This is an optimization exercise on Yosys and OpenROAD, whose aim is small area, not a production implementation. Function was checked by simulation only, so behaviour that the tests miss may differ from the original. No activity file was given, so power comes from the tool's default toggle rates.

==> flow/design.v, too long to show whole: its modules and the start of the top module <==
// module divider: 45 lines
// module counter: 16 lines
// module uart_receive: 96 lines
// module midi_receive: 47 lines
// module sin_gen: 174 lines
// module dist_ram: 18 lines
// module filter_coeff_rom: 8 lines
// module upsampler: 108 lines
// module mac_core: 578 lines
// module dlt_sig_dac_2nd_order: 84 lines
// module top_level: 115 lines
module top_level (
    input  wire         clk_100mhz,
    output logic [15:0] led,
    input  wire  [15:0] sw,
    input  wire  [ 4:0] btn,
    output logic        spk,
    output logic        aud_sd_n,
    input wire JA1
);
  // ...
==> flow/DAC_filter_coeffs.mem <==
0000a
00014
00026
00041
00068
000a0
000ed
00155
001de
00290
00372
00490
005f3
007a6
009b6
00c31
00f23
0129c
016aa
01b5c
020bf
026e1
02dce
03593
03e37
047c2
05237
05d98
069e2
0770e
08511
093da
0a355
0b368
0c3f4
0d4d3
0e5de
0f6e4
107b5
11819
127d7
136b2
1446c
150c8
15b86
1646c
16b3d
16fc6
171d6
17143
16deb
167b4
15e90
15279
14377
1319b
11d06
105e2
0ec66
0d0d8
0b384
094c4
074f8
0548b
033ec
0138c
3f3e4
3d565
3b883
39dac
38549
36fb6
35d48
34e44
342e3
33b4c
33795
337c3
33bc8
34383
34ec2
35d40
36eaa
3829c
398a7
3b051
3c916
3e26f
3fbd2
014b3
02c8d
042e0
05733
0691c
0783d
0844a
08d09
09254
09417
09255
08d27
084b8
07947
06b25
05ab3
0485e
034a0
01ff9
00aee
3f607
3e1c5
3cea9
3bd29
3adb0
3a09c
39639
38ec1
38a5b
38919
38af8
38fe1
397a9
3a210
3aec8
3bd71
3cda3
3dee8
3f0c7
002c2
0145e
02521
0349b
04263
04e1e
05782
05e53
0626c
063b6
06233
05df7
05729
04e02
042cc
035de
0279b
0186f
008ca
3f922
3e9e7
3db88
3ce6b
3c2ee
3b95f
3b1fe
3acfd
3aa78
3aa7a
3acfc
3b1e3
3b903
3c21f
3ccee
3d918
3e63d
3f3f8
001dd
00f85
01c87
02883
03320
03c11
04317
04801
04ab0
04b17
04938
04529
03f10
03722
02da1
022dc
0172b
00aeb
3fe7f
3f245
3e69f
3dbe5
3d269
3ca71
3c439
3bfed
3bda8
3bd76
3bf55
3c32e
3c8de
3d032
3d8ec
3e2c2
3ed63
3f879
003a7
00e97
018f1
02264
02aa6
03178
036a8
03a10
03b9a
03b3f
03906
03507
02f66
02856
02015
016e7
00d1a
002ff
3f8ea
3ef2c
3e613
3dde8
3d6ec
3d153
3cd48
3cae8
3ca42
3cb56
3ce18
3d26b
3d828
3df1d
3e70d
3efb4
3f8c8
001fe
00b09
013a0
01b7d
02260
02812
02c69
02f43
0308e
03041
02e64
02b0b
02655
0206d
01988
011e1
009ba
00158
3f904
3f100
3e98f
3e2ef
3dd55
3d8ed
3d5d8
3d42d
3d3f6
3d532
3d7d2
3dbbc
3e0cd
3e6d6
3eda2
3f4f7
3fc94
00438
00ba5
0129b
018e1
01e44
02298
025bb
02797
0281e
02751
02538
021ea
01d85
01831
0121f
00b83
00498
3fd99
3f6c1
3f04b
3ea6b
3e554
3e12e
3de19
3dc2f
3db7b
3dc00
3ddb8
3e08f
3e46b
3e929
3ee9d
3f497
3fae2
00146
0078f
00d86
012f9
017ba
01ba3
01e94
02076
0213c
020e3
01f70
01cf3
01984
01543
01057
00aeb
00531
3ff5b
3f999
3f41f
3ef1a
3eab5
3e714
3e453
3e28a
3e1c4
3e205
3e348
3e580
3e897
3ec70
3f0e7
3f5d5
3fb0c
0005f
005a1
00aa3
00f3b
01342
01697
0191e
01ac4
01b7d
01b46
01a22
0181f
01550
011d0
00dbe
00941
00481
3ffa7
3fade
3f64f
3f221
3ee78
3eb73
3e929
3e7ad
3e709
3e740
3e84f
3ea2a
3ecbd
3eff1
3f3a8
3f7c0
3fc14
0007d
004d5
008f6
00cbd
0100a
012c0
014cb
01619
016a3
01664
01563
013a9
01148
00e57
00af1
00735
00345
3ff46
3fb57
3f79e
3f439
3f146
3eedd
3ed12
3ebf2
3eb86
3ebcf
3ecc9
3ee68
3f09d
3f352
3f66f
3f9d6
3fd69
00106
00491
007e8
00aef
00d8d
00fab
01138
01229
01278
01222
0112e
00fa5
00d97
00b18
0083f
00527
001ea
3fea9
3fb7c
3f881
3f5d2
3f386
3f1af
3f05d
3ef99
3ef68
3efca
3f0bb
3f22f
3f419
3f666
3f900
3fbcf
3febb
001a7
0047b
0071f
0097b
00b7b
00d0f
00e2a
00ec4
00ed9
00e6a
00d7d
00c1c
00a54
00836
005d7
0034c
000ad
3fe11
3fb8f
3f93c
3f72e
3f575
3f41f
3f338
3f2c5
3f2c9
3f342
3f42b
3f57a
3f721
3f912
3fb3a
3fd84
3ffdc
0022d
00462
00669
00830
009a8
00ac4
00b7d
00bcd
00bb2
00b30
00a4d
00910
00788
005c2
003cf
001c2
3ffad
3fda2
3fbb3
3f9f2
3f86e
3f732
3f649
3f5bb
3f58a
3f5b7
3f63f
3f71c
3f846
3f9af
3fb4c
3fd0d
3fee1
000b8
00282
0042f
005b0
006f8
007fd
008b7
00921
00937
008fa
0086f
0079a
00684
00538
003c3
00231
00093
3fef6
3fd69
3fbf8
3fab1
3f99f
3f8cb
3f83a
3f7f1
3f7f1
3f83a
3f8c7
3f992
3fa94
3fbc2
3fd11
3fe76
3ffe2
00149
0029f
003d9
004eb
005cc
00676
006e3
00710
006fd
006ac
00621
00561
00473
00362
00237
000fc
3ffc0
3fe89
3fd66
3fc5e
3fb7b
3fac5
3fa41
3f9f3
3f9dc
3f9fd
3fa54
3fadc
3fb90
3fc68
3fd5e
3fe66
3ff79
0008b
00194
0028a
00365
0041e
004ae
00512
00546
0054a
0051e
004c5
00443
0039c
002d8
001fe
00116
00028
3ff3e
3fe5e
3fd91
3fcdd
3fc49
3fbda
3fb91
3fb72
3fb7d
3fbb0
3fc09
3fc84
3fd1d
3fdcc
3fe8d
3ff56
00021
000e8
001a3
0024c
002dd
00351
003a5
003d7
003e5
003cf
00397
00340
002ce
00244
001a8
00100
00053
3ffa7
3ff00
3fe66
3fddd
3fd6b
3fd12
3fcd5
3fcb6
3fcb5
3fcd3
3fd0c
3fd5f
3fdc9
3fe44
3fecc
3ff5d
3fff0
00080
0010a
00187
001f4
0024d
00290
002b9
002c9
002c0
0029e
00264
00217
001b7
0014b
000d4
00059
3ffde
3ff66
3fef6
3fe92
3fe3d
3fdfa
3fdca
3fdb0
3fdab
3fdbc
3fde0
3fe18
3fe5f
3feb4
3ff13
3ff78
3ffe0
00045
000a7
00101
00150
00191
001c2
001e2
001f1
001ed
001d8
001b2
0017e
0013e
000f3
000a2
0004c
3fff7
3ffa4
3ff55
3ff0e
3fed2
3fea1
3fe7f
3fe6b
3fe65
3fe6f
3fe87
3feab
3fedb
3ff14
3ff55
3ff9a
3ffe1
00026
00069
000a7
000de
0010b
0012e
00145
00150
0014e
00141
00128
00106
000db
000a9
00072
00039
00000
3ffc7
3ff92
3ff62
3ff39
3ff18
3ff00
3fef2
3feee
3fef4
3ff04
3ff1c
3ff3b
3ff61
3ff8c
3ffba
3ffe9
00017
00043
0006c
00091
000af
000c6
000d5
000dc
000db
000d2
000c2
000ac
0008f
0006f
0004b
00025
00000
3ffdb
3ffb9
3ff9a
3ff7f
3ff6a
3ff5b
3ff52
3ff50
3ff54
3ff5e
3ff6e
3ff83
3ff9b
3ffb7
3ffd4
3fff3
00010
0002c
00046
0005d
00070
0007e
00087
0008b
0008a
00084
0007a
0006b
00059
00044
0002d
00015
3fffe
3ffe7
3ffd1
3ffbe
3ffae
3ffa1
3ff98
3ff93
3ff93
3ff96
3ff9d
3ffa7
3ffb4
3ffc4
3ffd6
3ffe8
3fffb
0000c
0001e
0002d
0003b
00046
0004e
00053
00055
00054
0004f
00048
0003f
00033
00026
00018
00009
3fffc
3ffee
3ffe2
3ffd6
3ffcd
3ffc6
3ffc1
3ffbf
3ffbf
3ffc2
3ffc6
3ffcd
3ffd6
3ffdf
3ffea
3fff5
00000
0000a
00014
0001d
00025
0002b
0002f
00031
00032
00030
0002d
00028
00022
0001b
00013
0000b
00002
3fffb
3fff3
3ffec
3ffe6
3ffe1
3ffde
3ffdc
3ffdb
3ffdc
3ffde
3ffe1
3ffe5
3ffea
3fff0
3fff6
3fffd
00002
00008
0000d
00012
00016
00019
0001b
0001b
0001b
0001a
00018
00014
00011
0000d
00008
00003
00000
3fffb
3fff7
3fff3
3fff0
3ffee
3ffed
3ffec
3ffec
3ffed
3ffef
3fff1
3fff3
3fff6
3fffa
3fffd
00000
00003
00006
00009
0000b
0000d
0000e
0000e
0000e
0000e
0000d
0000b
00009
00007
00005
00002
00000
3fffe
3fffc
3fffa
3fff8
3fff7
3fff6
3fff6
3fff6
3fff6
3fff7
3fff8
3fffa
3fffb
3fffd
3ffff
00000
00001
00003
00004
00005
00006
00007
00007
00007
00007
00006
00005
00004
00003
00002
00001
00000
3ffff
3fffe
3fffd
3fffc
3fffc
3fffb
3fffb
3fffb
3fffc
3fffc
3fffd
3fffd
3fffe
3ffff
00000
00000
00001
00001
00002
00002
00003
00003
00003
00003
00003
00002
00002
00001
00001
00000
00000
00000
00000
3ffff
3ffff
3fffe
3fffe
3fffe
3fffe
3fffe
3fffe
3ffff
3ffff
3ffff
00000
00000
00000
00000
00000
00001
00001
00001
00001
00001
00001
00001
00001
00001
00000
00000
00000
00000
00000
00000
00000
00000
00000
3ffff
3ffff
3ffff
00000
==> flow/run.sh <==
#!/bin/bash
# synth_recipe.tcl (not shown) runs the flow's synth.tcl, then flattens the netlist and writes it again
# the make line also repeats each setting of config.mk as NAME=value (left out here)
make -C /OpenROAD-flow-scripts/flow DESIGN_CONFIG=/design/flow/config.mk WORK_HOME=/design/flow/orfs CLKGATE_MAP_FILE= SYNTH_SCRIPT=/design/flow/synth_recipe.tcl finish
==> flow/config.mk <==
export PLATFORM = sky130hd
export DESIGN_NAME = top_level
export DESIGN_NICKNAME = top_level
export VERILOG_FILES = /design/flow/design.v
export SDC_FILE = /design/flow/constraint.sdc
export NUM_CORES = 4
export LEC_CHECK = 0
export CAP_MARGIN = 20
export CORE_MARGIN = 2
export CORE_UTILIZATION = 40
export SLEW_MARGIN = 20
export SYNTH_MEMORY_MAX_BITS = 32768
==> flow/constraint.sdc <==
create_clock -name core_clock -period 14.0 [get_ports {clk_100mhz}]
set_input_delay 2.8000 -clock core_clock [delete_from_list [all_inputs] [get_ports {clk_100mhz}]]
set_output_delay 2.8000 -clock core_clock [all_outputs]
set_load 0.01 [all_outputs]
==> reports/qor.yml, run 1 <==
placed_cells: 9127
crit_fanout: 20
worstMarginPinSlew_ps: 1375
synth_compound_area_share_pct: 19.09
rrSetupSlack_ps: 1640
vias: 57530
routabilityCongestion: 1.108
min_period_ps: 12360
p_switching_w: 0.004449
die_x_um: 414.7
dieHeight_um: 414.7
setup_tns_ps: 0
status: "finished clean"
seq_area_share_pct: 41.22
crit_required_ps: 14700
worstSetupEndpoint: "my_upsample.accum[34]$_DFF_P_"
totalWireLength_mm: 287.7
synth_fa_ha_area_share_pct: 10.09
dr_wl_met3_mm: 31.04
crit_path_max_incr_delay_ps: 560
cts-root-buf: "clkbuf_16"
finalSetupViolations: 0
clk-power_w: 0.00429
synth_xor_xnor_area_share_pct: 2.747
power.share.switching_pct: 34.09
==> module divider, before the edit <==
module divider (
    input  wire         clk,
    input  wire         rst,
    input  wire  [ 3:0] freq_m,
    input  wire  [ 3:0] freq_s,
    output logic [21:0] period
);
  logic [5:0] phase;   
  logic       out_valid;
  logic [7:0] loaded;   
  logic [7:0] result;   
  always_ff @(posedge clk) begin
    if (rst) begin
      phase <= 6'd0;
      out_valid <= 1'b0;
    end else begin
      phase <= phase[5] ? 6'd0 : phase + 6'd1;
      out_valid <= phase[5];
    end
    if (!rst && phase == 6'd0) loaded <= {freq_m, freq_s};
    if (out_valid) result <= loaded;
  end
  logic [21:0] base;
  always_comb begin
    case (result[7:4])
      4'd0: base = 22'd3125000;
      4'd1: base = 22'd2941176;
      4'd2: base = 22'd2777777;
      4'd3: base = 22'd2631578;
      4'd4: base = 22'd2500000;
      4'd5: base = 22'd2380952;
      4'd6: base = 22'd2272727;
      4'd7: base = 22'd2173913;
      4'd8: base = 22'd2083333;
      4'd9: base = 22'd2000000;
      4'd10: base = 22'd1923076;
      4'd11: base = 22'd1851851;
      4'd12: base = 22'd1785714;
      4'd13: base = 22'd1724137;
      4'd14: base = 22'd1666666;
      default: base = 22'd1612903;
    endcase
  end
  assign period = base >> result[3:0];
endmodule   
==> module counter, before the edit <==
module counter #(
    parameter W = 32
) (
    input  wire          clk,
    input  wire          rst,
    input  wire  [W-1:0] last,
    output logic [W-1:0] count
);
  always_ff @(posedge clk) begin
    if ((count >= last) || rst) begin
      count <= 0;
    end else begin
      count <= count + 1;
    end
  end
endmodule
==> module top_level, before the edit <==
module top_level (
    input  wire         clk_100mhz,
    output logic [15:0] led,
    input  wire  [15:0] sw,
    input  wire  [ 4:0] btn,
    output logic        spk,
    output logic        aud_sd_n,
    input wire JA1
);
  assign aud_sd_n = 1'b1;   
  assign led[7:0] = sw[7:0];
  assign led[15] = 1'b0;
  logic sys_rst;
  assign sys_rst = btn[0];
  logic [3:0] freq_m;
  logic [3:0] freq_s;
  logic [3:0] shift_sw;   
  always_ff @(posedge clk_100mhz) begin
    freq_m   <= sw[15:12];
    freq_s   <= sw[11:8];
    shift_sw <= sw[7:4];
  end
  logic [21:0] wave_period;
  divider my_divide (
      .clk(clk_100mhz),
      .rst(sys_rst),
      .freq_m(freq_m),
      .freq_s(freq_s),
      .period(wave_period)
  );
  logic [21:0] square_count;
  counter #(
      .W(22)
  ) wave_count (
      .clk(clk_100mhz),
      .rst(sys_rst),
      .last(wave_period - 22'd1),
      .count(square_count)
  );
  logic square_state;
  logic impulse_approx;
  logic square_wave;
  always_ff @(posedge clk_100mhz) begin
    if (sys_rst) begin
      square_state <= 1'b0;
    end else begin
      square_state <= (square_count == 0) ^ square_state;
    end
    impulse_approx <= square_state && (square_count < 1000);
    square_wave <= square_state;
  end
  logic midi_valid;
  logic [6:0] midi_status;
  midi_receive my_midi_receiver (
      .clk(clk_100mhz),
      .rst(sys_rst),
      .din(JA1),
      .dout_valid(midi_valid),
      .status(midi_status)
  );
  always_ff @(posedge clk_100mhz) begin
    if (midi_valid) begin
      led[14:8] <= midi_status;
    end
  end
  logic [11:0] sample_cycle_count;
  counter #(
      .W(12)
  ) sampled_counter (
      .clk(clk_100mhz),
      .rst(sys_rst),
      .last(12'd2271),
      .count(sample_cycle_count)
  );
  logic [15:0] sin_sample;
  logic        sin_zero;
  sin_gen my_sin_gen (
      .clk(clk_100mhz),
      .rst(sys_rst),
      .freq_m(freq_m),
      .freq_s(freq_s),
      .cnt(sample_cycle_count),
      .sample(sin_sample),
      .sample_zero(sin_zero)
  );
  logic [15:0] sin_upsample;
  upsampler my_upsample (
      .clk(clk_100mhz),
      .rst(sys_rst),
      .sample_in(sin_sample),
      .sample_in_zero(sin_zero),
      .sample_in_valid(sw[0] && sample_cycle_count == 2),
      .sample_out(sin_upsample)
  );
  logic [15:0] sample_out;
  always_ff @(posedge clk_100mhz) begin
    sample_out <= sw[2] ? $signed(sin_upsample) >>> ~shift_sw : 16'sd0;
  end
  logic sin_wave;
  dlt_sig_dac_2nd_order ds_dac (
      .clk(clk_100mhz),
      .rst(sys_rst),
      .current_sample(sample_out),
      .audio_out(sin_wave)
  );
  logic spk_out;
  always_ff @(posedge clk_100mhz) begin
    case (sw[1:0])
      2'b00:   spk_out <= sw[2] ? square_wave : 1'b0;
      2'b01:   spk_out <= sw[2] ? impulse_approx : 1'b0;
      default: spk_out <= sin_wave;
    endcase
    spk <= spk_out;
  end
endmodule
==> run 2, diff against run 1 <==
--- a/flow/design.v
+++ b/flow/design.v
@@ -23,25 +23,7 @@
     if (out_valid) result <= loaded;
   end
+  localparam logic [16*22-1:0] BASE = {22'd1612903, 22'd1666666, 22'd1724137, 22'd1785714, 22'd1851851, 22'd1923076, 22'd2000000, 22'd2083333, 22'd2173913, 22'd2272727, 22'd2380952, 22'd2500000, 22'd2631578, 22'd2777777, 22'd2941176, 22'd3125000};
   logic [21:0] base;
-  always_comb begin
-    case (result[7:4])
-      4'd0: base = 22'd3125000;
-      4'd1: base = 22'd2941176;
-      4'd2: base = 22'd2777777;
-      4'd3: base = 22'd2631578;
-      4'd4: base = 22'd2500000;
-      4'd5: base = 22'd2380952;
-      4'd6: base = 22'd2272727;
-      4'd7: base = 22'd2173913;
-      4'd8: base = 22'd2083333;
-      4'd9: base = 22'd2000000;
-      4'd10: base = 22'd1923076;
-      4'd11: base = 22'd1851851;
-      4'd12: base = 22'd1785714;
-      4'd13: base = 22'd1724137;
-      4'd14: base = 22'd1666666;
-      default: base = 22'd1612903;
-    endcase
-  end
+  assign base = BASE[22*result[7:4] +: 22];
   assign period = base >> result[3:0];
 endmodule   
@@ -54,12 +36,14 @@
     input  wire          clk,
     input  wire          rst,
-    input  wire  [W-1:0] last,
+    input  wire  [W-1:0] period,
     output logic [W-1:0] count
 );
+  logic [W-1:0] next;
+  assign next = count + 1'b1;
   always_ff @(posedge clk) begin
-    if ((count >= last) || rst) begin
+    if ((next >= period) || rst) begin
       count <= 0;
     end else begin
-      count <= count + 1;
+      count <= next;
     end
   end
@@ -1238,5 +1222,5 @@
       .clk(clk_100mhz),
       .rst(sys_rst),
-      .last(wave_period - 22'd1),
+      .period(wave_period),
       .count(square_count)
   );
@@ -1273,5 +1257,5 @@
       .clk(clk_100mhz),
       .rst(sys_rst),
-      .last(12'd2271),
+      .period(12'd2272),
       .count(sample_cycle_count)
   );
==> flow/flow/run.sh (new file) <==
#!/bin/bash
# Layout flow: the standard ORFS flow (standard.sh) with one change in
# synthesis: combinational logic is mapped with an area-oriented ABC script
# (flow/abc_area_map.script) instead of ORFS's delay-oriented one, and Yosys's
# early "abc -fast" inside synth is skipped (-noabc) so that the hand-built
# full-adder trees reach extract_fa as written.  Registers, their names and
# cell types are exactly those of the standard synthesis; floorplan,
# placement, routing and finishing are the standard ones.  Clock tree
# synthesis runs with the standard options plus -dont_use_dummy_load (no
# dummy load cells added to balance the tree).
set -euo pipefail
WORK=$(pwd)

# private copy of ORFS's scripts with the ABC script replaced
rm -rf "$WORK/scripts_area"
cp -r "$FLOW_HOME/scripts" "$WORK/scripts_area"
cp "$WORK/flow/abc_area_map.script" "$WORK/scripts_area/abc_speed.script"
cp "$WORK/flow/abc_area_map.script" "$WORK/scripts_area/abc_area.script"
export SCRIPTS_DIR="$WORK/scripts_area"
export SYNTH_OPERATIONS_ARGS="-noabc"
export CTS_ARGS="-sink_clustering_enable -repair_clock_nets -buf_list sky130_fd_sc_hd__clkbuf_4 -dont_use_dummy_load"

bash standard.sh synth > "$WORK/synth.log" 2>&1
bash standard.sh > "$WORK/layout.log" 2>&1
==> flow/flow/abc_area_map.script (new file) <==
strash
dc2
&get -n
&dch -f
&nf -R 1000
&put
strash
dc2
&get -n
&dch -f
&nf -R 1000
&put
topo
==> flow/standard.sh (new file) <==
#!/bin/bash
# synth_recipe.tcl (not shown) runs the flow's synth.tcl, then flattens the netlist and writes it again
# the make line also repeats each setting of config.mk as NAME=value (left out here)
make -C /OpenROAD-flow-scripts/flow DESIGN_CONFIG=/design/flow/config.mk WORK_HOME=/design/flow/orfs CLKGATE_MAP_FILE= SYNTH_SCRIPT=/design/flow/synth_recipe.tcl "${@:-finish}"
--- a/flow/config.mk
+++ b/flow/config.mk
@@ -6,7 +6,7 @@
 export NUM_CORES = 4
 export LEC_CHECK = 0
-export CAP_MARGIN = 20
+export CAP_MARGIN = 0
 export CORE_MARGIN = 2
-export CORE_UTILIZATION = 40
-export SLEW_MARGIN = 20
+export CORE_UTILIZATION = 45
+export SLEW_MARGIN = 0
 export SYNTH_MEMORY_MAX_BITS = 32768
removed: flow/run.sh
==> reports/qor.yml, run 2 <==
status: "failed layout checks"  # was finished clean
violations: "max-capacitance violations"
start_util_pct: 45.31  # was 40.30%
cts_buffers: 354  # was 152
synth_warnings: 12  # unchanged
ioPinCount: 41  # unchanged
regMostFlops: "my_upsample.sample_buffer_lutram.data"  # unchanged
dieArea_um2: 131300  # was 172000 µm²
dr.pass1.iters: 9  # was 7
cts_max_level: 5  # was 4
cts_tree: "yes"  # unchanged
netlist_instances: 5458  # was 7222
yosys.area.top_type_share_pct: 49.54  # was 43.09%
largest_register_ffs: 1024  # unchanged
syn_area_um2: 57790  # was 67460 µm²
worstMarginPinSlew_ps: 1518  # was 1375 ps
p_per_area_nw_per_um2: 150.9  # was 171.4 nW/µm²
critPathKind: "flip-flop to flip-flop"  # unchanged
cpMaxStageDelayCell: "o22ai_1"  # was or2_2
synth_most_common_cell: "dfxtp_1"  # unchanged
cpLargestDelayFamily: "adder cells"  # unchanged
min_period_ps: 12840  # was 12360 ps
portBuffers: 32  # unchanged
start_kind: "flip-flop"  # unchanged
routabilityCongestion: 1.205  # was 1.108
crit_path_max_incr_delay_ps: 850  # was 560 ps
dieHeight_um: 362.3  # was 414.7 µm
placed_cells: 7370  # was 9127
synth_cell_types: 65  # was 93
crit_top_cell: "fa_1"  # unchanged
drt_iter0_markers: 6975  # was 7711
hold_buffers: 0  # unchanged
core_area_um2: 127500  # was 167400 µm²
fmax_ghz: 0.07788  # was 0.08092 GHz
fin_crit_sh_pct: 91.71  # was 88.28%
async_reset_ff_share_pct: 0  # unchanged
ctsResizeCount: 0  # unchanged
drive_above_1_share_pct: 10.93  # was 9.415%
leakage_nw: 25.99  # was 30.18 nW
hold_viol_final: 0  # unchanged
worstPathArrival_ps: 13980  # was 13050 ps
regArea_um2: 30940  # was 31390 µm²
synth_edf_count: 77  # unchanged
multi_input_area_um2: 26200  # was 32850 µm²
wl_per_cell_um: 37.94  # was 30.36 µm
cts.sinks: 1507  # was 1529
ir_worst_vdd_v: 0.0003851  # was 0.0005050 V
max_cap_violations: 1  # was 0
syn-num-nets: 5949  # was 7671
postSynthAreaPerCell_um2: 10.59  # was 9.342 µm²
path_clk_slew_ps: 70  # was 60 ps
hp-class: "flip-flop to flip-flop"  # unchanged
yosys.area.top_type: "dfxtp_1"  # unchanged
grt.overflow.total: 0  # unchanged
maxSlewHeadroom_pct: -1.172  # was 7.162%
fp-row-count: 131  # was 150
totalWireLength_mm: 294.2  # was 287.7 mm
slew_viol_final: 2  # was 0
finalSetupViolations: 0  # unchanged
die_x_um: 362.3  # was 414.7 µm
synth_ff_type: "dfxtp_1"  # unchanged
crit_required_ps: 15140  # was 14700 ps
place_hpwl_mm: 204.3  # was 196.5 mm
grt_pass1_wl_mm: 403.5  # was 403.6 mm
viasPerCell: 6.461  # was 6.071
grt_pass1_vias: 50670  # was 54190
final_cell_mix: "dfxtp_1 (1428), nand2_1 (477), nor2_1 (442)"  # was dfxtp_1 (1448), nor2_1 (646), nand2_1 (631)
ys_ff_latch: 1507  # was 1529
nFillCells: 10990  # was 16040
path_buf_inv: 4  # was 6
ant_nets: 0  # unchanged
ys_top_cells_by_area: "dfxtp_1 (50%), fa_1 (8.2%), ha_1 (5.0%)"  # was dfxtp_1 (43%), fa_1 (5.8%), o21ai_0 (4.6%)
stdcell_count: 7755  # was 9475
vias: 50110  # was 57530
grt_util_all_layers_pct: 44.67  # was 32.61%
endpoint_kind: "flip-flop"  # unchanged
crit_fanout: 16  # was 20
clkLatencyLatePin_ps: 1340  # was 820 ps
cts_setup_buffers: 0  # unchanged
final_common_cell: "dfxtp_1"  # unchanged
fin_skew_ps: 185.5  # was 64.09 ps
drc: 0  # unchanged
final_nets: 6557  # was 7533
synth-seq-area-share_pct: 53.54  # was 46.51%
cts-root-buf: "clkbuf_4"  # was clkbuf_16
rsz0062_at_grt: "no"  # unchanged
setup_tns_ps: 0  # unchanged
antenna_found_initial: 64  # was 44
reg_top3: "my_upsample.sample_buffer_lutram.data (1024), my_upsample.accum (35), my_sin_gen.ang (32)"  # unchanged
grt_max_degree: 95  # was 127
area_growth_pct: 12.34  # was 12.87%
hold_slack_ps: 159.2  # was 278.3 ps
synth_top_cells_by_count: "dfxtp_1 (1430), nand2_1 (487), nor2_1 (481)"  # was dfxtp_1 (1452), nor2_1 (661), nand2_1 (636)
clock_path_buffers: 4  # was 3
-- run 2: area by class of cell --
type	count	area share, %
inverters	240	1.390
clock buffers	354	4.094
multi-input cells	3701	40.36
repair buffers	262	3.182
diodes	29	0.1118
well taps	1662	3.203
flip-flops and latches	1507	47.66
-- run 2: per-layer routing --
metal / wire length, µm / track usage [%] / vias to the layer above
met3: 34520 / 18.56 / 1230
met4: 25640 / 33.14 / 48
met5: 471 / 1.443 / -
met2: 123200 / 64.72 / 3640
li1: - / - / 20670
met1: 110400 / 52.75 / 24520
-- run 2: report_power, final --
part | total [W] | internal [W] | leakage [nW] | switching (W)
clock network | 0.00266 | 0.00115 | 1.63 | 0.00151
registers | 0.00464 | 0.00450 | 12.3 | 0.000142
logic | 0.00249 | 0.000919 | 12.1 | 0.00157
-- run 2: kinds of logic after synthesis --
family / after synthesis / synth area share (%)
simple gates: 1509 / 11.69
flops: 1507 / 53.54
compound gates: 1461 / 15.77
fa+ha+maj: 468 / 13.23
buf+inv: 250 / 1.689
xor+xnor: 226 / 3.425
mux: 35 / 0.6387
other cells: 2 / 0.01300
-- run 2: through the flow --
stage	power, W	instance area [µm²]	util [%]	worst slack, ps
after floorplan	0.006328	57790	-	1594
after global placement	0.007003	62140	48.73	1737
after detailed placement	0.007177	62140	48.73	1459
after CTS	0.009872	64800	50.82	1310
after global routing	0.01026	64870	50.87	695.4
final	0.009793	64920	50.91	1160
-- run 2: worst paths after layout --
check / from / end / slack (ps) / cells after the start
hold reg to reg: my_upsample.sample_buffer_lutram.data[8][0]$_DFF_P_ / my_upsample.sample_buffer_lutram.data[9][0]$_DFF_P_ / 160 / 0
hold / removal: my_upsample.sample_buffer_lutram.data[8][0]$_DFF_P_ / my_upsample.sample_buffer_lutram.data[9][0]$_DFF_P_ / 160 / 0
setup / recovery: my_upsample.pend_addr[2]$_DFFE_PP_ / my_upsample.accum[33]$_DFF_P_ / 1160 / 35
setup reg to reg: my_upsample.pend_addr[2]$_DFFE_PP_ / my_upsample.accum[33]$_DFF_P_ / 1160 / 35
==> module dlt_sig_dac_2nd_order, before the edit <==
module dlt_sig_dac_2nd_order (
    input wire clk,
    input wire rst,
    input wire [15:0] current_sample,
    output logic audio_out
);
  logic [23:0] noise_source;   
  logic [23:0] noise;
  logic [19:0] last_noise;   
  logic [23:0] dither;
  logic [17:0] scaled_input;
  logic [23:0] a_sum;
  logic [23:0] a_error;
  logic [23:0] b_sum;
  logic [23:0] b_error;
  logic [23:0] next_a_sum;
  logic [23:0] next_b_sum;
  logic last_out;
  assign scaled_input = $signed(current_sample) + ($signed(current_sample) <<< 1);
  assign noise = $signed(
      {
        noise_source[19],
        noise_source[16],
        noise_source[22],
        noise_source[18],
        noise_source[15],
        noise_source[0],
        noise_source[8],
        noise_source[11],
        noise_source[4],
        noise_source[9],
        noise_source[12],
        noise_source[7],
        noise_source[2],
        noise_source[13],
        noise_source[5],
        noise_source[14],
        noise_source[3],
        noise_source[1],
        noise_source[6],
        noise_source[10]
      }
  );
  assign dither = noise - {{4{last_noise[19]}}, last_noise};
  assign audio_out = !last_out && ($signed(b_sum) >= 0);
  assign a_error = {~scaled_input[17], scaled_input[16:0]} - (audio_out << 19);
  assign b_error = a_sum + a_error - (audio_out << 19) + dither;
  always_comb begin
    next_a_sum = a_sum + a_error;
    next_b_sum = b_sum + b_error;
    if (next_a_sum[23] && ~next_a_sum[22]) begin   
      next_a_sum = 24'hC00000;   
    end else if (~next_a_sum[23] && next_a_sum[22]) begin   
      next_a_sum = 24'h400000;   
    end
    if (next_b_sum[23] && ~next_b_sum[22]) begin   
      next_b_sum = 24'hC00000;   
    end else if (~next_b_sum[23] && next_b_sum[22]) begin   
      next_b_sum = 24'h400000;   
    end
  end
  always_ff @(posedge clk) begin
    if (rst) begin
      noise_source <= 24'hFFFFFF;
      a_sum <= 0;
      b_sum <= 0;
      last_out <= 0;
      last_noise <= 0;
    end else begin
      last_out <= audio_out;
      noise_source <= {
        noise_source[22] ^ noise_source[23],
        noise_source[21] ^ noise_source[23],
        noise_source[20:17],
        noise_source[16] ^ noise_source[23],
        noise_source[15:0],
        noise_source[23]
      };
      last_noise <= noise[19:0];
      a_sum <= next_a_sum;
      b_sum <= next_b_sum;
    end
  end
endmodule
==> run 3, diff against run 2 <==
--- a/flow/design.v
+++ b/flow/design.v
@@ -1102,59 +1102,97 @@
     input wire clk,
     input wire rst,
-    input wire [15:0] current_sample,
+    input wire [17:0] offset_input,
     output logic audio_out
 );
   logic [23:0] noise_source;   
-  logic [23:0] noise;
-  logic [19:0] last_noise;   
-  logic [23:0] dither;
-  logic [17:0] scaled_input;
+  logic [20:0] dither;   
   logic [23:0] a_sum;
-  logic [23:0] a_error;
   logic [23:0] b_sum;
-  logic [23:0] b_error;
+  logic last_out;
+  logic [23:0] noise_next;
+  assign noise_next = {
+    noise_source[22] ^ noise_source[23],
+    noise_source[21] ^ noise_source[23],
+    noise_source[20:17],
+    noise_source[16] ^ noise_source[23],
+    noise_source[15:0],
+    noise_source[23]
+  };
+  logic [19:0] noise;
+  logic [19:0] noise_new;
+  assign noise = {
+    noise_source[19], noise_source[16], noise_source[22], noise_source[18], noise_source[15],
+    noise_source[0], noise_source[8], noise_source[11], noise_source[4], noise_source[9],
+    noise_source[12], noise_source[7], noise_source[2], noise_source[13], noise_source[5],
+    noise_source[14], noise_source[3], noise_source[1], noise_source[6], noise_source[10]
+  };
+  assign noise_new = {
+    noise_next[19], noise_next[16], noise_next[22], noise_next[18], noise_next[15],
+    noise_next[0], noise_next[8], noise_next[11], noise_next[4], noise_next[9],
+    noise_next[12], noise_next[7], noise_next[2], noise_next[13], noise_next[5],
+    noise_next[14], noise_next[3], noise_next[1], noise_next[6], noise_next[10]
+  };
+  logic [20:0] dither_next;
+  ripple_add #(
+      .W(21)
+  ) dither_sub (
+      .a({noise_new[19], noise_new}),
+      .b(~{noise[19], noise}),
+      .cin(1'b1),
+      .sum(dither_next)
+  );
+  assign audio_out = !last_out && !b_sum[23];
+  logic [23:0] offset;
+  assign offset = {6'd0, offset_input};
+  logic [23:0] dither_ext;
+  assign dither_ext = {{3{dither[20]}}, dither};
+  logic [23:0] sum_a;   
+  ripple_add #(
+      .W(24)
+  ) add_a (
+      .a(a_sum),
+      .b(offset),
+      .cin(1'b0),
+      .sum(sum_a)
+  );
+  logic [23:0] s1, c1, s2, c2;
+  logic [23:0] sum_b;
+  always_comb begin
+    for (int i = 0; i < 24; i++) begin
+      s1[i] = b_sum[i] ^ a_sum[i] ^ offset[i];
+      c1[i] = (b_sum[i] & a_sum[i]) | (b_sum[i] & offset[i]) | (a_sum[i] & offset[i]);
+    end
+    for (int i = 0; i < 24; i++) begin
+      logic cc;
+      cc = (i == 0) ? 1'b0 : c1[i-1];
+      s2[i] = s1[i] ^ cc ^ dither_ext[i];
+      c2[i] = (s1[i] & cc) | (s1[i] & dither_ext[i]) | (cc & dither_ext[i]);
+    end
+  end
+  ripple_add #(
+      .W(24)
+  ) add_b (
+      .a(s2),
+      .b({c2[22:0], 1'b0}),
+      .cin(1'b0),
+      .sum(sum_b)
+  );
   logic [23:0] next_a_sum;
   logic [23:0] next_b_sum;
-  logic last_out;
-  assign scaled_input = $signed(current_sample) + ($signed(current_sample) <<< 1);
-  assign noise = $signed(
-      {
-        noise_source[19],
-        noise_source[16],
-        noise_source[22],
-        noise_source[18],
-        noise_source[15],
-        noise_source[0],
-        noise_source[8],
-        noise_source[11],
-        noise_source[4],
-        noise_source[9],
-        noise_source[12],
-        noise_source[7],
-        noise_source[2],
-        noise_source[13],
-        noise_source[5],
-        noise_source[14],
-        noise_source[3],
-        noise_source[1],
-        noise_source[6],
-        noise_source[10]
-      }
-  );
-  assign dither = noise - {{4{last_noise[19]}}, last_noise};
-  assign audio_out = !last_out && ($signed(b_sum) >= 0);
-  assign a_error = {~scaled_input[17], scaled_input[16:0]} - (audio_out << 19);
-  assign b_error = a_sum + a_error - (audio_out << 19) + dither;
+  logic [23:0] raw_a;
+  logic [23:0] raw_b;
   always_comb begin
-    next_a_sum = a_sum + a_error;
-    next_b_sum = b_sum + b_error;
-    if (next_a_sum[23] && ~next_a_sum[22]) begin   
+    raw_a = {sum_a[23:19] - {4'd0, audio_out}, sum_a[18:0]};
+    raw_b = {sum_b[23:20] - {3'd0, audio_out}, sum_b[19:0]};
+    next_a_sum = raw_a;
+    next_b_sum = raw_b;
+    if (raw_a[23] && ~raw_a[22]) begin   
       next_a_sum = 24'hC00000;   
-    end else if (~next_a_sum[23] && next_a_sum[22]) begin   
+    end else if (~raw_a[23] && raw_a[22]) begin   
       next_a_sum = 24'h400000;   
     end
-    if (next_b_sum[23] && ~next_b_sum[22]) begin   
+    if (raw_b[23] && ~raw_b[22]) begin   
       next_b_sum = 24'hC00000;   
-    end else if (~next_b_sum[23] && next_b_sum[22]) begin   
+    end else if (~raw_b[23] && raw_b[22]) begin   
       next_b_sum = 24'h400000;   
     end
@@ -1163,19 +1201,12 @@
     if (rst) begin
       noise_source <= 24'hFFFFFF;
+      dither <= 21'h1FFFFF;   
       a_sum <= 0;
       b_sum <= 0;
       last_out <= 0;
-      last_noise <= 0;
     end else begin
       last_out <= audio_out;
-      noise_source <= {
-        noise_source[22] ^ noise_source[23],
-        noise_source[21] ^ noise_source[23],
-        noise_source[20:17],
-        noise_source[16] ^ noise_source[23],
-        noise_source[15:0],
-        noise_source[23]
-      };
-      last_noise <= noise[19:0];
+      noise_source <= noise_next;
+      dither <= dither_next;
       a_sum <= next_a_sum;
       b_sum <= next_b_sum;
@@ -1183,4 +1214,21 @@
   end
 endmodule
+module ripple_add #(
+    parameter W = 8
+) (
+    input  wire  [W-1:0] a,
+    input  wire  [W-1:0] b,
+    input  wire          cin,
+    output logic [W-1:0] sum
+);
+  logic [W:0] c;
+  always_comb begin
+    c[0] = cin;
+    for (int i = 0; i < W; i++) begin
+      sum[i] = a[i] ^ b[i] ^ c[i];
+      c[i+1] = (a[i] & b[i]) | (a[i] & c[i]) | (b[i] & c[i]);
+    end
+  end
+endmodule
 `default_nettype wire
 `timescale 1ns / 1ps
@@ -1280,7 +1328,20 @@
       .sample_out(sin_upsample)
   );
-  logic [15:0] sample_out;
+  logic signed [15:0] scaled_sample;
+  assign scaled_sample = sw[2] ? $signed(sin_upsample) >>> ~shift_sw : 16'sd0;
+  logic signed [17:0] scaled_wide;
+  assign scaled_wide = scaled_sample;   
+  logic [17:0] scaled3;
+  ripple_add #(
+      .W(18)
+  ) times3 (
+      .a(scaled_wide),
+      .b({scaled_wide[16:0], 1'b0}),
+      .cin(1'b0),
+      .sum(scaled3)
+  );
+  logic [17:0] offset_sample;
   always_ff @(posedge clk_100mhz) begin
-    sample_out <= sw[2] ? $signed(sin_upsample) >>> ~shift_sw : 16'sd0;
+    offset_sample <= {~scaled3[17], scaled3[16:0]};   
   end
   logic sin_wave;
@@ -1288,5 +1349,5 @@
       .clk(clk_100mhz),
       .rst(sys_rst),
-      .current_sample(sample_out),
+      .offset_input(offset_sample),
       .audio_out(sin_wave)
   );
--- a/flow/config.mk
+++ b/flow/config.mk
@@ -9,4 +9,5 @@
 export CORE_MARGIN = 2
 export CORE_UTILIZATION = 45
+export GPL_TIMING_DRIVEN = 0
 export SLEW_MARGIN = 0
 export SYNTH_MEMORY_MAX_BITS = 32768
==> reports/qor.yml, run 3 <==
crit_fanout: 22  # was 16
fin_crit_sh_pct: 95.11  # was 91.71%
cts_tree: "yes"  # unchanged
ioPinCount: 41  # unchanged
status: "failed layout checks"  # unchanged
crit_top_cell: "fa_1"  # unchanged
cts_buffers: 354  # unchanged
violations: "max-capacitance violations, max-slew violations"  # was max-capacitance violations
final_util_pct: 50.88  # was 50.91%
synth_ff_type: "dfxtp_1"  # unchanged
ir_worst_vdd_v: 0.0001435  # was 0.0003851 V
rsz0062_at_grt: "no"  # unchanged
vias: 47160  # was 50110
antenna_found_initial: 39  # was 64
synth_cell_types: 66  # was 65
regMostFlops: "my_upsample.sample_buffer_lutram.data"  # unchanged
hold_slack_ps: 212.5  # was 159.2 ps
syn_area_um2: 56980  # was 57790 µm²
grt.overflow.total: 0  # unchanged
async_reset_ff_share_pct: 0  # unchanged
viasPerCell: 6.409  # was 6.461
leakage_nw: 24.99  # was 25.99 nW
synth_edf_count: 77  # unchanged
crit_path_max_incr_delay_ps: 670  # was 850 ps
ys_top_cells_by_area: "dfxtp_1 (50%), fa_1 (10%), edfxtp_1 (4.1%)"  # was dfxtp_1 (50%), fa_1 (8.2%), ha_1 (5.0%)
grt_util_all_layers_pct: 40.78  # was 44.67%
dr.pass1.iters: 7  # was 9
synth_top_cells_by_count: "dfxtp_1 (1433), nor2_1 (449), nand2_1 (425)"  # was dfxtp_1 (1430), nand2_1 (487), nor2_1 (481)
r2r_cells: 34  # was 35
crit_required_ps: 15140  # about the same
fp-row-count: 130  # was 131
final_nets: 6144  # was 6557
clock_path_buffers: 4  # unchanged
start_kind: "flip-flop"  # unchanged
drc: 0  # unchanged
slew_viol_final: 91  # was 2
crit_cells: 34  # was 35
yosys.area.top_type_share_pct: 50.35  # was 49.54%
fmax_ghz: 0.07510  # was 0.07788 GHz
die_x_um: 359.8  # was 362.3 µm
ys_ff_latch: 1510  # was 1507
synth_most_common_cell: "dfxtp_1"  # unchanged
r2r_end: "my_upsample.accum[33]$_DFF_P_"  # unchanged
path_clk_slew_ps: 60  # was 70 ps
path_buf_inv: 2  # was 4
placed_cells: 6973  # was 7370
max_cap_violations: 18  # was 1
dieHeight_um: 359.8  # was 362.3 µm
critPathKind: "flip-flop to flip-flop"  # unchanged
final_common_cell: "dfxtp_1"  # unchanged
largest_register_ffs: 1024  # unchanged
worstMarginPinSlew_ps: 1713  # was 1518 ps
dieArea_um2: 129500  # was 131300 µm²
portBuffers: 33  # was 32
totalWireLength_mm: 266.3  # was 294.2 mm
grt_max_degree: 86  # was 95
routabilityCongestion: 1.098  # was 1.205
ant_nets: 0  # unchanged
reg_top3: "my_upsample.sample_buffer_lutram.data (1024), my_upsample.accum (35), my_sin_gen.ang (32)"  # unchanged
hp-class: "flip-flop to flip-flop"  # unchanged
grt_pass1_vias: 47690  # was 50670
place_hpwl_mm: 187.0  # was 204.3 mm
drive_above_1_share_pct: 9.297  # was 10.93%
cpMaxStageDelayCell: "o22ai_4"  # was o22ai_1
maxSlewHeadroom_pct: -14.91  # was -1.172%
core_area_um2: 125600  # was 127500 µm²
min_path_cells: 0  # unchanged
wl_per_cell_um: 36.19  # was 37.94 µm
syn-num-nets: 5679  # was 5949
area_growth_pct: 12.13  # was 12.34%
cts_setup_buffers: 0  # unchanged
hold_viol_final: 0  # unchanged
drt_iter0_markers: 5962  # was 6975
synth_warnings: 15  # was 12
yosys.area.top_type: "dfxtp_1"  # unchanged
r2r-start: "my_upsample.pend_addr[1]$_DFFE_PP_"  # was my_upsample.pend_addr[2]$_DFFE_PP_
rrSetupSlack_ps: 680  # was 1160 ps
cts_max_level: 5  # unchanged
finalSetupViolations: 0  # unchanged
fin_skew_ps: 149.6  # was 185.5 ps
worstSetupEndpoint: "my_upsample.accum[33]$_DFF_P_"  # unchanged
postSynthAreaPerCell_um2: 10.92  # was 10.59 µm²
start_util_pct: 45.38  # was 45.31%
setup_tns_ps: 0  # unchanged
endpoint_kind: "flip-flop"  # unchanged
final_cell_mix: "dfxtp_1 (1429), nand2_1 (419), nor2_1 (418)"  # was dfxtp_1 (1428), nand2_1 (477), nor2_1 (442)
clkLatencyLatePin_ps: 1280  # was 1340 ps
cts-root-buf: "clkbuf_4"  # unchanged
cts.sinks: 1510  # was 1507
min_period_ps: 13320  # was 12840 ps
synth-seq-area-share_pct: 54.40  # was 53.54%
grt_pass1_wl_mm: 368.8  # was 403.5 mm
stdcell_count: 7358  # was 7755
cpLargestDelayFamily: "adder cells"  # unchanged
crit_start: "my_upsample.pend_addr[1]$_DFFE_PP_"  # was my_upsample.pend_addr[2]$_DFFE_PP_
netlist_instances: 5216  # was 5458
nFillCells: 10850  # was 10990
worstPathArrival_ps: 14450  # was 13980 ps
p_per_area_nw_per_um2: 138.1  # was 150.9 nW/µm²
==> run 3: timing repair <==
item,in CTS,in global routing
endpoints found under the setup margin,4,2
resized for setup,3,2
endpoints found under the hold margin,0,0
hold buffers,0,0
==> run 3: per-stage QoR <==
| step | cell area, µm² | total power, W | setup WS (ps) |
|---|---|---|---|
| final | 63890 | 0.008822 | 684.3 |
| after global routing | 63850 | 0.009307 | 169.7 |
| after CTS | 63780 | 0.008880 | 216.3 |
| after detailed placement | 61110 | 0.006236 | -979.0 |
| after global placement | 59370 | 0.006142 | -6712 |
| after floorplan | 56980 | 0.005673 | 1431 |
==> run 3: how the worst min path moves through the flow <==
stage | start | to
after global placement | my_upsample.sample_buffer_lutram.data[34][1]$_DFF_P_ | my_upsample.sample_buffer_lutram.data[35][1]$_DFF_P_
after global routing | my_upsample.sample_buffer_lutram.data[1][7]$_DFF_P_ | my_upsample.sample_buffer_lutram.data[2][7]$_DFF_P_
final | my_upsample.sample_buffer_lutram.data[21][15]$_DFF_P_ | my_upsample.sample_buffer_lutram.data[22][15]$_DFF_P_
after floorplan | my_sin_gen.ang[1]$_DFF_P_ | my_sin_gen.ang[0]$_DFF_P_
after detailed placement | my_upsample.sample_buffer_lutram.data[9][11]$_DFF_P_ | my_upsample.sample_buffer_lutram.data[10][11]$_DFF_P_
after CTS | my_upsample.sample_buffer_lutram.data[0][3]$_DFF_P_ | my_upsample.sample_buffer_lutram.data[1][3]$_DFF_P_
==> run 3: logic make-up (layout without fill, tap and decap cells) <==
kind of cell / Yosys count / count (layout) / share of synthesized area, %
and+or+nand+nor: 1486 / 1486 / 12.08
buffers and inverters: 143 / 606 / 1.008
DFF: 1510 / 1510 / 54.40
adders and majority gates: 440 / 440 / 13.43
muxes: 38 / 38 / 0.6983
other: 2 / 31 / 0.01318
AOI/OAI and AO/OA: 1402 / 1402 / 15.37
xor gates and xnor gates: 195 / 195 / 2.997
==> run 3: per-layer routing <==
metal  GRT usage (%)  share of wire [%]  up-vias
li1                -                  -    19570
met1           50.97                 40    23420
met2           58.26                 42     3144
met3           15.05                 11     1000
met4           28.51                7.9       26
met5               0              0.070        -
==> run 3: final cells by class <==
class	instances	area [µm²]	area share, %
Tap cell	1650	2064	3.231
Multi-Input combinational cell	3563	25760	40.32
Antenna cell	29	72.57	0.1136
Clock buffer	354	2658	4.159
Buffer	10	75.07	0.1175
Inverter	133	499.2	0.7814
Sequential cell	1510	31010	48.53
Timing Repair Buffer	109	1753	2.744
==> run 3: worst register-to-register path: cells and delay by family (launching register included) <==
kind	cells	cell delay (ps)
XOR/XNOR	2	340
AO/OA/AOI/OAI	5	1800
adder cells (fa/ha/maj)	22	8790
flip-flops	1	420
buffers and inverters	2	120
AND/OR/NAND/NOR	3	1830
==> run 3: report_power, final <==
part,leakage [nW],switching (W),total (W),internal (W)
sequential,12.3,0.000187,0.00468,0.00450
clock,1.63,0.00146,0.00261,0.00115
combinational,11.0,0.000927,0.00152,0.000597
total,25.0,0.00258,0.00882,0.00624
==> run 4, diff against run 3 <==
--- a/flow/flow/run.sh
+++ b/flow/flow/run.sh
@@ -7,6 +7,6 @@
 # cell types are exactly those of the standard synthesis; floorplan,
 # placement, routing and finishing are the standard ones.  Clock tree
-# synthesis runs with the standard options plus -dont_use_dummy_load (no
-# dummy load cells added to balance the tree).
+# synthesis uses clkbuf_4 buffers, clusters of at most 8 sinks within 60 um,
+# and no dummy load cells (-dont_use_dummy_load).
 set -euo pipefail
 WORK=$(pwd)
@@ -19,5 +19,5 @@
 export SCRIPTS_DIR="$WORK/scripts_area"
 export SYNTH_OPERATIONS_ARGS="-noabc"
-export CTS_ARGS="-sink_clustering_enable -repair_clock_nets -buf_list sky130_fd_sc_hd__clkbuf_4 -dont_use_dummy_load"
+export CTS_ARGS="-sink_clustering_enable -repair_clock_nets -buf_list sky130_fd_sc_hd__clkbuf_4 -sink_clustering_size 8 -sink_clustering_max_diameter 60 -dont_use_dummy_load"
 
 bash standard.sh synth > "$WORK/synth.log" 2>&1
--- a/flow/config.mk
+++ b/flow/config.mk
@@ -6,8 +6,7 @@
 export NUM_CORES = 4
 export LEC_CHECK = 0
-export CAP_MARGIN = 0
+export CAP_MARGIN = 20
 export CORE_MARGIN = 2
 export CORE_UTILIZATION = 45
-export GPL_TIMING_DRIVEN = 0
-export SLEW_MARGIN = 0
+export SLEW_MARGIN = 20
 export SYNTH_MEMORY_MAX_BITS = 32768
==> reports/qor.yml, run 4 <==
slew_viol_final: 0  # was 91
stdcell_count: 7354  # was 7358
final_util_pct: 50.14  # was 50.88%
rrSetupSlack_ps: 1270  # was 680 ps
r2r_end: "my_upsample.accum[33]$_DFF_P_"  # unchanged
dr.pass1.iters: 9  # was 7
worstMarginPinSlew_ps: 1335  # was 1713 ps
synth_ff_type: "dfxtp_1"  # unchanged
drc: 0  # unchanged
fp-row-count: 130  # unchanged
syn_area_um2: 56980  # unchanged
critPathKind: "flip-flop to flip-flop"  # unchanged
min_path_cells: 0  # unchanged
hold_viol_final: 0  # unchanged
regMostFlops: "my_upsample.sample_buffer_lutram.data"  # unchanged
synth_edf_count: 77  # unchanged
ctsResizeCount: 0  # was 3
hp-start: "my_upsample.sample_buffer_lutram.data[38][11]$_DFF_P_"  # was my_upsample.sample_buffer_lutram.data[21][15]$_DFF_P_
routabilityCongestion: 1.129  # was 1.098
clkLatencyLatePin_ps: 1190  # was 1280 ps
regArea_um2: 31000  # was 31010 µm²
cts.sinks: 1510  # unchanged
wl_met1_mm: 105.6  # was 105.5 mm
hold_buffers: 0  # unchanged
final_common_cell: "dfxtp_1"  # unchanged
antenna_found_initial: 36  # was 39
fin_skew_ps: 132.9  # was 149.6 ps
dr_wl_met3_mm: 32.41  # was 28.73 mm
endpoint_kind: "flip-flop"  # unchanged
worstPathArrival_ps: 13850  # was 14450 ps
synth_warnings: 15  # unchanged
syn-num-nets: 5679  # unchanged
maxSlewHeadroom_pct: 10.09  # was -14.91%
ir_worst_vdd_v: 0.0001060  # was 0.0001435 V
reg_top3: "my_upsample.sample_buffer_lutram.data (1024), my_upsample.accum (35), my_sin_gen.ang (32)"  # unchanged
drive_above_1_share_pct: 8.926  # was 9.297%
cts-root-buf: "clkbuf_4"  # unchanged
dieHeight_um: 359.8  # unchanged
grt.overflow.total: 0  # unchanged
p_total_w: 0.008214  # was 0.008822 W
wl_met2_mm: 108.3  # was 111.0 mm
leakage_nw: 24.73  # was 24.99 nW
cts_setup_buffers: 0  # unchanged
fmax_ghz: 0.07856  # was 0.07510 GHz
grt_util_all_layers_pct: 41.27  # was 40.78%
netlist_instances: 5216  # unchanged
place_hpwl_mm: 188.7  # was 187.0 mm
vias: 46840  # was 47160
drt_iter0_markers: 6227  # was 5962
p_per_area_nw_per_um2: 130.5  # was 138.1 nW/µm²
setup_slack_ps: 1270  # was 684.3 ps
cpMaxStageDelayCell: "o22ai_1"  # was o22ai_4
clock_path_buffers: 3  # was 4
min_period_ps: 12730  # was 13320 ps
crit_fanout: 22  # unchanged
r2r_cells: 35  # was 34
synth_most_common_cell: "dfxtp_1"  # unchanged
grt_pass1_wl_mm: 370.3  # was 368.8 mm
status: "finished clean"  # was failed layout checks
hp-class: "flip-flop to flip-flop"  # unchanged
viasPerCell: 6.370  # was 6.409
postSynthAreaPerCell_um2: 10.92  # unchanged
area_growth_pct: 10.49  # was 12.13%
portBuffers: 32  # was 33
ioPinCount: 41  # unchanged
final_cell_mix: "dfxtp_1 (1431), nand2_1 (419), nor2_1 (418)"  # was dfxtp_1 (1429), nand2_1 (419), nor2_1 (418)
start_util_pct: 45.38  # unchanged
finalSetupViolations: 0  # unchanged
wl_per_cell_um: 36.46  # was 36.19 µm
crit_top_cell: "fa_1"  # unchanged
multi_input_area_um2: 25640  # was 25760 µm²
holdPathEnd: "my_upsample.sample_buffer_lutram.data[39][11]$_DFF_P_"  # was my_upsample.sample_buffer_lutram.data[22][15]$_DFF_P_
crit_required_ps: 15120  # was 15140 ps
yosys.area.top_type_share_pct: 50.35  # unchanged
die_x_um: 359.8  # unchanged
placed_cells: 7113  # was 6973
ys_ff_latch: 1510  # unchanged
final_nets: 6145  # was 6144
start_kind: "flip-flop"  # unchanged
rsz0062_at_grt: "no"  # unchanged
max_cap_violations: 0  # was 18
place_ws_ps: 1322  # was -979.0 ps
async_reset_ff_share_pct: 0  # unchanged
synth-seq-area-share_pct: 54.40  # unchanged
ant_nets: 0  # unchanged
cts_max_level: 4  # was 5
grt_pass1_vias: 46460  # was 47690
setup_tns_ps: 0  # unchanged
yosys.area.top_type: "dfxtp_1"  # unchanged
cts_tree: "yes"  # unchanged
dieArea_um2: 129500  # unchanged
fin_crit_sh_pct: 90.93  # was 95.11%
crit_path_max_incr_delay_ps: 780  # was 670 ps
grt_max_degree: 104  # was 86
highest_layer: "met5"  # unchanged
core_area_um2: 125600  # unchanged
path_clk_slew_ps: 80  # was 60 ps
nFillCells: 11070  # was 10850
synth_cell_types: 66  # unchanged
r2r-start: "my_upsample.pend_addr[4]$_DFFE_PP_"  # was my_upsample.pend_addr[1]$_DFFE_PP_
ys_top_cells_by_area: "dfxtp_1 (50%), fa_1 (10%), edfxtp_1 (4.1%)"  # unchanged
synth_top_cells_by_count: "dfxtp_1 (1433), nor2_1 (449), nand2_1 (425)"  # unchanged
largest_register_ffs: 1024  # unchanged
totalWireLength_mm: 268.2  # was 266.3 mm
cts_buffers: 213  # was 354
[run 4: kinds of logic (layout without fill, tap and decap cells)]
family / after synthesis / in the layout / share of synthesized area [%]
AOI/OAI and AO/OA: 1402 / 1402 / 15.37
xor gates and xnor gates: 195 / 195 / 2.997
adders and majority gates: 440 / 440 / 13.43
buffers and inverters: 143 / 607 / 1.008
DFF: 1510 / 1510 / 54.40
muxes: 38 / 38 / 0.6983
other: 2 / 26 / 0.01318
and+or+nand+nor: 1486 / 1486 / 12.08
[run 4: metrics by stage]
stage | hold WS [ps] | instance area [µm²]
after global placement | 309.5 | 61210
after CTS | 232.6 | 62830
after global routing | 235.0 | 62910
after detailed placement | 312.1 | 61230
after floorplan | 309.6 | 56980
final | 236.0 | 62960
[run 4: report_power, final]
part           switching [W]  total, W  internal [W]
sequential          0.000147   0.00464       0.00449
combinational       0.000994   0.00157      0.000580
clock                0.00131   0.00200      0.000693
total                0.00245   0.00821       0.00576
[run 4: metal layers]
metal  vias to the layer above  GRT usage [%]
li1                      19560              -
met1                     23110          51.72
met2                      3131          57.93
met3                      1019          17.25
met4                        24          27.20
met5                         -         0.8509
[run 4: final cells by class]
cell class,count,area share (%)
repair buffers,261,3.323
flip-flops and latches,1510,49.24
multi-input cells,3563,40.73
clock buffers,213,2.540
diodes,24,0.09540
well taps,1650,3.279
inverters,133,0.7930
[run 4: worst max-delay path by stage]
stage	startpoint	endpoint	slack, ps	depth (start not counted)
2_1_floorplan	my_upsample.pend_addr[4]$_DFFE_PP_	my_upsample.accum[33]$_DFF_P_	1430	34
3_3_place_gp	my_upsample.pend_addr[4]$_DFFE_PP_	my_upsample.accum[33]$_DFF_P_	1500	35
3_5_place_dp	my_upsample.pend_addr[4]$_DFFE_PP_	my_upsample.accum[33]$_DFF_P_	1320	35
4_1_cts	my_upsample.pend_addr[4]$_DFFE_PP_	my_upsample.accum[33]$_DFF_P_	1270	35
5_1_grt	my_upsample.pend_addr[4]$_DFFE_PP_	my_upsample.accum[33]$_DFF_P_	730	35
6_report	my_upsample.pend_addr[4]$_DFFE_PP_	my_upsample.accum[33]$_DFF_P_	1270	35
[run 4: critical path, delay by kind of cell (launching register included)]
kind            cells  cell delay (ps)
buf+inv             4              450
compound gates      5             1690
flops               1              360
xor+xnor            1              230
simple gates        3             1260
fa+ha+maj          22             8670
==> run 5, diff against run 4 <==
--- a/flow/config.mk
+++ b/flow/config.mk
@@ -9,4 +9,5 @@
 export CORE_MARGIN = 2
 export CORE_UTILIZATION = 45
+export GPL_TIMING_DRIVEN = 0
 export SLEW_MARGIN = 20
 export SYNTH_MEMORY_MAX_BITS = 32768
==> reports/qor.yml, run 5 <==
status: "finished clean"  # unchanged
nFillCells: 10910  # was 11070
wl_per_cell_um: 36.28  # was 36.46 µm
synth-seq-area-share_pct: 54.40  # unchanged
area_growth_pct: 11.20  # was 10.49%
final_common_cell: "dfxtp_1"  # unchanged
worstPathArrival_ps: 14460  # was 13850 ps
cts_buffers: 209  # was 213
postPlaceCellArea_um2: 61650  # was 61230 µm²
p_switching_w: 0.002408  # was 0.002451 W
async_reset_ff_share_pct: 0  # unchanged
syn-num-nets: 5679  # unchanged
grt_pass1_vias: 46210  # was 46460
synth_ff_type: "dfxtp_1"  # unchanged
core_area_um2: 125600  # unchanged
dieHeight_um: 359.8  # unchanged
min_period_ps: 13380  # was 12730 ps
drc: 0  # unchanged
crit_fanout: 22  # unchanged
netlist_instances: 5216  # unchanged
ioPinCount: 41  # unchanged
fmax_ghz: 0.07474  # was 0.07856 GHz
cts.sinks: 1510  # unchanged
clock_path_buffers: 3  # unchanged
fin_skew_ps: 182.1  # was 132.9 ps
leakage_nw: 24.53  # was 24.73 nW
final_nets: 6016  # was 6145
viasPerCell: 6.410  # was 6.370
ys_ff_latch: 1510  # unchanged
place_hpwl_mm: 189.1  # was 188.7 mm
drive_above_1_share_pct: 8.251  # was 8.926%
finalSetupViolations: 0  # unchanged
dieArea_um2: 129500  # unchanged
fin_crit_sh_pct: 95.57  # was 90.93%
critPathKind: "flip-flop to flip-flop"  # unchanged
grt_pass1_wl_mm: 363.1  # was 370.3 mm
crit_path_max_incr_delay_ps: 660  # was 780 ps
synth_most_common_cell: "dfxtp_1"  # unchanged
power.share.switching_pct: 29.47  # was 29.83%
combPwrFrac_pct: 18.6  # was 19.2%
worstMarginPinSlew_ps: 1322  # was 1335 ps
grt_util_all_layers_pct: 40.18  # was 41.27%
routabilityCongestion: 1.098  # was 1.129
yosys.area.top_type_share_pct: 50.35  # unchanged
portBuffers: 33  # was 32
drt_iter0_markers: 5734  # was 6227
totalWireLength_mm: 262.2  # was 268.2 mm
synth_cell_types: 66  # unchanged
cpLargestDelayFamily: "adder cells"  # unchanged
intPower_w: 0.005764  # about the same
die_x_um: 359.8  # unchanged
antenna_found_initial: 34  # was 36
p_clk_share_pct: 24.3  # was 24.4%
crit_required_ps: 15080  # was 15120 ps
start_kind: "flip-flop"  # unchanged
yosys.area.top_type: "dfxtp_1"  # unchanged
p_per_area_nw_per_um2: 129.0  # was 130.5 nW/µm²
clkLatencyLatePin_ps: 1230  # was 1190 ps
endpoint_kind: "flip-flop"  # unchanged
power_frac_seq_pct: 57.2  # was 56.5%
path_clk_slew_ps: 90  # was 80 ps
crit_top_cell: "fa_1"  # unchanged
ir_worst_vdd_v: 0.0001292  # was 0.0001060 V
cts-root-buf: "clkbuf_4"  # unchanged
synth_edf_count: 77  # unchanged
hold_buffers: 0  # unchanged
grt.overflow.total: 0  # unchanged
rsz0062_at_grt: "no"  # unchanged
cts_max_level: 4  # unchanged
maxSlewHeadroom_pct: 11.67  # was 10.09%
final_cell_mix: "dfxtp_1 (1429), nand2_1 (410), nor2_1 (392)"  # was dfxtp_1 (1431), nand2_1 (419), nor2_1 (418)
cpMaxStageDelayCell: "o22ai_4"  # was o22ai_1
path_buf_inv: 3  # was 4
start_util_pct: 45.38  # unchanged
syn_area_um2: 56980  # unchanged
reg_top3: "my_upsample.sample_buffer_lutram.data (1024), my_upsample.accum (35), my_sin_gen.ang (32)"  # unchanged
regMostFlops: "my_upsample.sample_buffer_lutram.data"  # unchanged
postSynthAreaPerCell_um2: 10.92  # unchanged
final_util_pct: 50.46  # was 50.14%
vias: 46320  # was 46840
slew_viol_final: 0  # unchanged
ant_nets: 0  # unchanged
stdcell_area_um2: 63360  # was 62960 µm²
dr.pass1.iters: 10  # was 9
cts_tree: "yes"  # unchanged
setup_tns_ps: 0  # unchanged
largest_register_ffs: 1024  # unchanged
synth_top_cells_by_count: "dfxtp_1 (1433), nor2_1 (449), nand2_1 (425)"  # unchanged
ys_top_cells_by_area: "dfxtp_1 (50%), fa_1 (10%), edfxtp_1 (4.1%)"  # unchanged
synth_warnings: 15  # unchanged
max_cap_violations: 0  # unchanged
fp-row-count: 130  # unchanged
hold_viol_final: 0  # unchanged
grt_max_degree: 69  # was 104
hp-class: "flip-flop to flip-flop"  # unchanged
run 5: final timing paths:
path | start | endpoint | slack, ps | depth (start not counted)
max reg2reg | my_upsample.pend_addr[3]$_DFFE_PP_ | my_upsample.accum[33]$_DFF_P_ | 620 | 34
min | my_upsample.sample_buffer_lutram.data[17][6]$_DFF_P_ | my_upsample.sample_buffer_lutram.data[18][6]$_DFF_P_ | 170 | 0
max | my_upsample.pend_addr[3]$_DFFE_PP_ | my_upsample.accum[33]$_DFF_P_ | 620 | 34
min reg2reg | my_upsample.sample_buffer_lutram.data[17][6]$_DFF_P_ | my_upsample.sample_buffer_lutram.data[18][6]$_DFF_P_ | 170 | 0
run 5: layout make-up:
type	count	area [µm²]	area share, %
clock buffer	209	1569	2.476
buffer	10	75.07	0.1185
antenna	26	65.06	0.1027
multi-input combinational	3563	26010	41.05
timing repair buffer	126	2064	3.258
tap	1650	2064	3.258
sequential	1510	31010	48.95
inverter	133	501.7	0.7918
run 5: power groups by stage:
stage	combinational [W]	sequential, W	clock [W]
final	0.00152	0.00467	0.00198
after global routing	0.00171	0.00469	0.00222
after CTS	0.00151	0.00467	0.00206
after detailed placement	0.00150	0.00476	0
after global placement	0.00138	0.00476	0
after floorplan	0.000977	0.00470	0
run 5: timing repair:
action,4_1_cts,5_1_grt
gates resized for setup,1,2
setup endpoints to repair,2,3
buffers inserted,0,0
run 5: metrics by stage:
step,power [W],hold WS (ps),setup WS (ps),cells
6_report,0.008172,174.2,620.3,7227
5_1_grt,0.008617,158.4,80.55,7207
4_1_cts,0.008241,152.1,244.5,7200
3_5_place_dp,0.006257,312.1,-174.1,6991
3_3_place_gp,0.006142,309.5,-6712,6899
2_1_floorplan,0.005673,309.6,1431,5216
run 5: cell families after synthesis:
family | synth area share, %
adder cells (fa/ha/maj) | 13.43
XOR/XNOR | 2.997
multiplexers | 0.6983
AND/OR/NAND/NOR | 12.08
flip-flops | 54.40
buffers and inverters | 1.008
AO/OA/AOI/OAI | 15.37
other | 0.01318
run 5: metal layers:
layer	share of wire, %	global-route usage (%)	vias to the layer above	wire length, µm
met5	0.035	0	-	92
met4	8.1	28.10	14	21250
met3	10	12.97	893	26090
met2	42	57.69	2967	109400
met1	40	51.16	23150	105300
li1	-	-	19300	-

-- afterwards: timing with drivers on the ports --
How much do the figures lean on ideal ports? The routed layouts below were timed once more, with nothing changed but the port constraints. Step 1 assumes that a clkbuf_16 drives the clock port and a buf_2 every other input. Step 2 times the ports against the registers' clock, not the clock port: input delays grow and output delays shrink by t, the midpoint of the rising clock arrivals with the driver on. Slacks: ideal ports / drivers / drivers and shift; pairs: ideal ports / drivers.
run | t, ns | slack for setup (ns) | clock arrival spread, ns
run 1 | 0.885 | 1.641 / 1.641 / 1.641 | 0.078 / 0.079
run 2 | 1.329 | 1.160 / 1.160 / 1.160 | 0.208 / 0.208
run 3 | 1.305 | 0.684 / 0.684 / 0.684 | 0.221 / 0.221
run 4 | 1.216 | 1.270 / 1.270 / 1.270 | 0.161 / 0.161
run 5 | 1.220 | 0.620 / 0.620 / 0.620 | 0.193 / 0.193
